What follows belongs to an exercise in optimizing a design on an open flow for small area; a production flow would make more cautious choices.
Only simulation tests tie the RTL to the original design; equivalence was not proved.
Power figures rest on the tool's default switching activity, not on a simulated workload. The clock port is modelled as an ideal driver; clocking choices that lean on that would not hold on a real chip.

## debounce
module debounce (
  clk,
  reset_n,
  data_in,
  data_out
);
export LEC_CHECK = 0
export CAP_MARGIN = 20
export CORE_MARGIN = 2
export CORE_UTILIZATION = 50
export SLEW_MARGIN = 20
create_clock -name core_clock -period 5.0 [get_ports {clk}]
standard.sh (not shown) runs the stock make flow with config.mk's settings and CLKGATE_MAP_FILE= SYNTH_SCRIPT=/design/flow/synth_recipe.tcl, a recipe that flattens the netlist after the stock synthesis.
==> flow/flow/run.sh <==
#!/bin/bash
# Own layout flow.
#  1. the standard synthesis, unchanged (bash standard.sh synth).
#  2. flow/handmap.py replaces the combinational logic of that netlist with a
#     hand-mapped gate netlist of the same functions (checked exhaustively
#     against the RTL equations); every register is kept as the standard
#     synthesis made it (name, cell type, nets).
#  3. the rest of the standard flow (bash standard.sh finish), with
#     - port buffers of the smallest buffer cell (buf_1) instead of the
#       default pick (clkdlybuf4s50_1),
#     - clock tree synthesis without dummy loads, with sink clusters of up to
#       34 flip-flops (one clkbuf_16 each) and clkbuf_4 root and tree buffers.
# Logs: synth.log, handmap.log, standard.log here; each tool's own log in orfs/logs/.
set -euo pipefail
R=orfs/results/${FLOW_PLATFORM:-sky130hd}/debounce/base
export BUFFER_PORTS_ARGS="-buffer_cell sky130_fd_sc_hd__buf_1"
CTS_CLUSTER=${CTS_CLUSTER:-34}
CTS_DIAM=${CTS_DIAM:-120}
CTS_BUFS=${CTS_BUFS:-sky130_fd_sc_hd__clkbuf_16}
CTS_EXTRA=${CTS_EXTRA:--root_buf sky130_fd_sc_hd__clkbuf_4 -tree_buf sky130_fd_sc_hd__clkbuf_4}
export CTS_ARGS="-sink_clustering_enable -repair_clock_nets -dont_use_dummy_load -sink_clustering_size $CTS_CLUSTER -sink_clustering_max_diameter $CTS_DIAM -buf_list {$CTS_BUFS} $CTS_EXTRA"

bash standard.sh synth > synth.log 2>&1
cp $R/1_2_yosys.v standard_1_2_yosys.v
python3 flow/handmap.py standard_1_2_yosys.v design.v $R/1_2_yosys.v > handmap.log 2>&1
rm -f $R/1_synth.odb $R/1_synth.sdc
bash standard.sh finish > standard.log 2>&1
Other scripts of this flow, unchanged in this note and not shown: flow/flow/handmap.py
The first run ran to the end with no violations.
Next try:
--- a/flow/flow/run.sh
+++ b/flow/flow/run.sh
@@ -10,4 +10,3 @@
 #       default pick (clkdlybuf4s50_1),
-#     - clock tree synthesis without dummy loads, with sink clusters of up to
-#       34 flip-flops (one clkbuf_16 each) and clkbuf_4 root and tree buffers.
+#     - clock tree synthesis without dummy loads and with larger sink clusters.
 # Logs: synth.log, handmap.log, standard.log here; each tool's own log in orfs/logs/.
@@ -16,7 +15,6 @@
 export BUFFER_PORTS_ARGS="-buffer_cell sky130_fd_sc_hd__buf_1"
-CTS_CLUSTER=${CTS_CLUSTER:-34}
-CTS_DIAM=${CTS_DIAM:-120}
+CTS_CLUSTER=${CTS_CLUSTER:-32}
+CTS_DIAM=${CTS_DIAM:-100}
 CTS_BUFS=${CTS_BUFS:-sky130_fd_sc_hd__clkbuf_16}
-CTS_EXTRA=${CTS_EXTRA:--root_buf sky130_fd_sc_hd__clkbuf_4 -tree_buf sky130_fd_sc_hd__clkbuf_4}
-export CTS_ARGS="-sink_clustering_enable -repair_clock_nets -dont_use_dummy_load -sink_clustering_size $CTS_CLUSTER -sink_clustering_max_diameter $CTS_DIAM -buf_list {$CTS_BUFS} $CTS_EXTRA"
+export CTS_ARGS="-sink_clustering_enable -repair_clock_nets -dont_use_dummy_load -sink_clustering_size $CTS_CLUSTER -sink_clustering_max_diameter $CTS_DIAM -buf_list {$CTS_BUFS}"
 
Result: Clock-buffer cell count grows by 1; routed wire length grows by 0.61%; first-iteration DRC count grows by 18%; setup slack improved by 0.23 ns; hold slack improved by 0.13 ns; synthesized area is unchanged; clock power grows by about 9%; cell count is about the same.
Next try:
--- a/flow/flow/run.sh
+++ b/flow/flow/run.sh
@@ -10,3 +10,4 @@
 #       default pick (clkdlybuf4s50_1),
-#     - clock tree synthesis without dummy loads and with larger sink clusters.
+#     - clock tree synthesis without dummy loads, with sink clusters of up to
+#       35 flip-flops (one clkbuf_16 each) and clkbuf_4 root and tree buffers.
 # Logs: synth.log, handmap.log, standard.log here; each tool's own log in orfs/logs/.
@@ -15,6 +16,7 @@
 export BUFFER_PORTS_ARGS="-buffer_cell sky130_fd_sc_hd__buf_1"
-CTS_CLUSTER=${CTS_CLUSTER:-32}
-CTS_DIAM=${CTS_DIAM:-100}
+CTS_CLUSTER=${CTS_CLUSTER:-35}
+CTS_DIAM=${CTS_DIAM:-120}
 CTS_BUFS=${CTS_BUFS:-sky130_fd_sc_hd__clkbuf_16}
-export CTS_ARGS="-sink_clustering_enable -repair_clock_nets -dont_use_dummy_load -sink_clustering_size $CTS_CLUSTER -sink_clustering_max_diameter $CTS_DIAM -buf_list {$CTS_BUFS}"
+CTS_EXTRA=${CTS_EXTRA:--root_buf sky130_fd_sc_hd__clkbuf_4 -tree_buf sky130_fd_sc_hd__clkbuf_4}
+export CTS_ARGS="-sink_clustering_enable -repair_clock_nets -dont_use_dummy_load -sink_clustering_size $CTS_CLUSTER -sink_clustering_max_diameter $CTS_DIAM -buf_list {$CTS_BUFS} $CTS_EXTRA"
 
Final cell count hardly moves.
Maximum frequency falls by 5.4%.
Synthesized cell count does not change.
Sequential share of layout area grows by 0.43 points.
Worst hold slack got worse by 0.11 ns.
Non-clock buffer count is unchanged.
Power came out lower by about 3%.
Combinational power is about the same.
Sequential cell count does not change.
Synthesized area does not change.
Cell area shrinks by 0.65%.

==> what the ideal ports hide <==
Ports are ideal in the flow. The routed layouts listed here were re-timed in OpenROAD. Step 1, drivers: a clkbuf_16 drives clk and a buf_2 each remaining input, both assumed. Step 2 times the ports against the registers' clock, not the clock port: input delays grow and output delays shrink by t, the midpoint of the rising clock arrivals with the driver on. Three values: no drivers, after step 1, after step 2; two values: the first two.
run | t (ns) | setup WS [ns] | hold WS [ns] | worst setup path at the end | worst slew at a driven data input, ns
the first run | 0.737 | 1.275 / 1.236 / 1.973 | 0.187 / 0.174 / 0.290 | register to output | 0.07
the second run | 0.556 | 1.505 / 1.459 / 2.016 | 0.319 / 0.319 / 0.319 | register to output | 0.07
the third run | 0.760 | 1.304 / 1.265 / 2.026 | 0.209 / 0.196 / 0.354 | register to output | 0.07
After both steps every run listed still meets setup and hold.
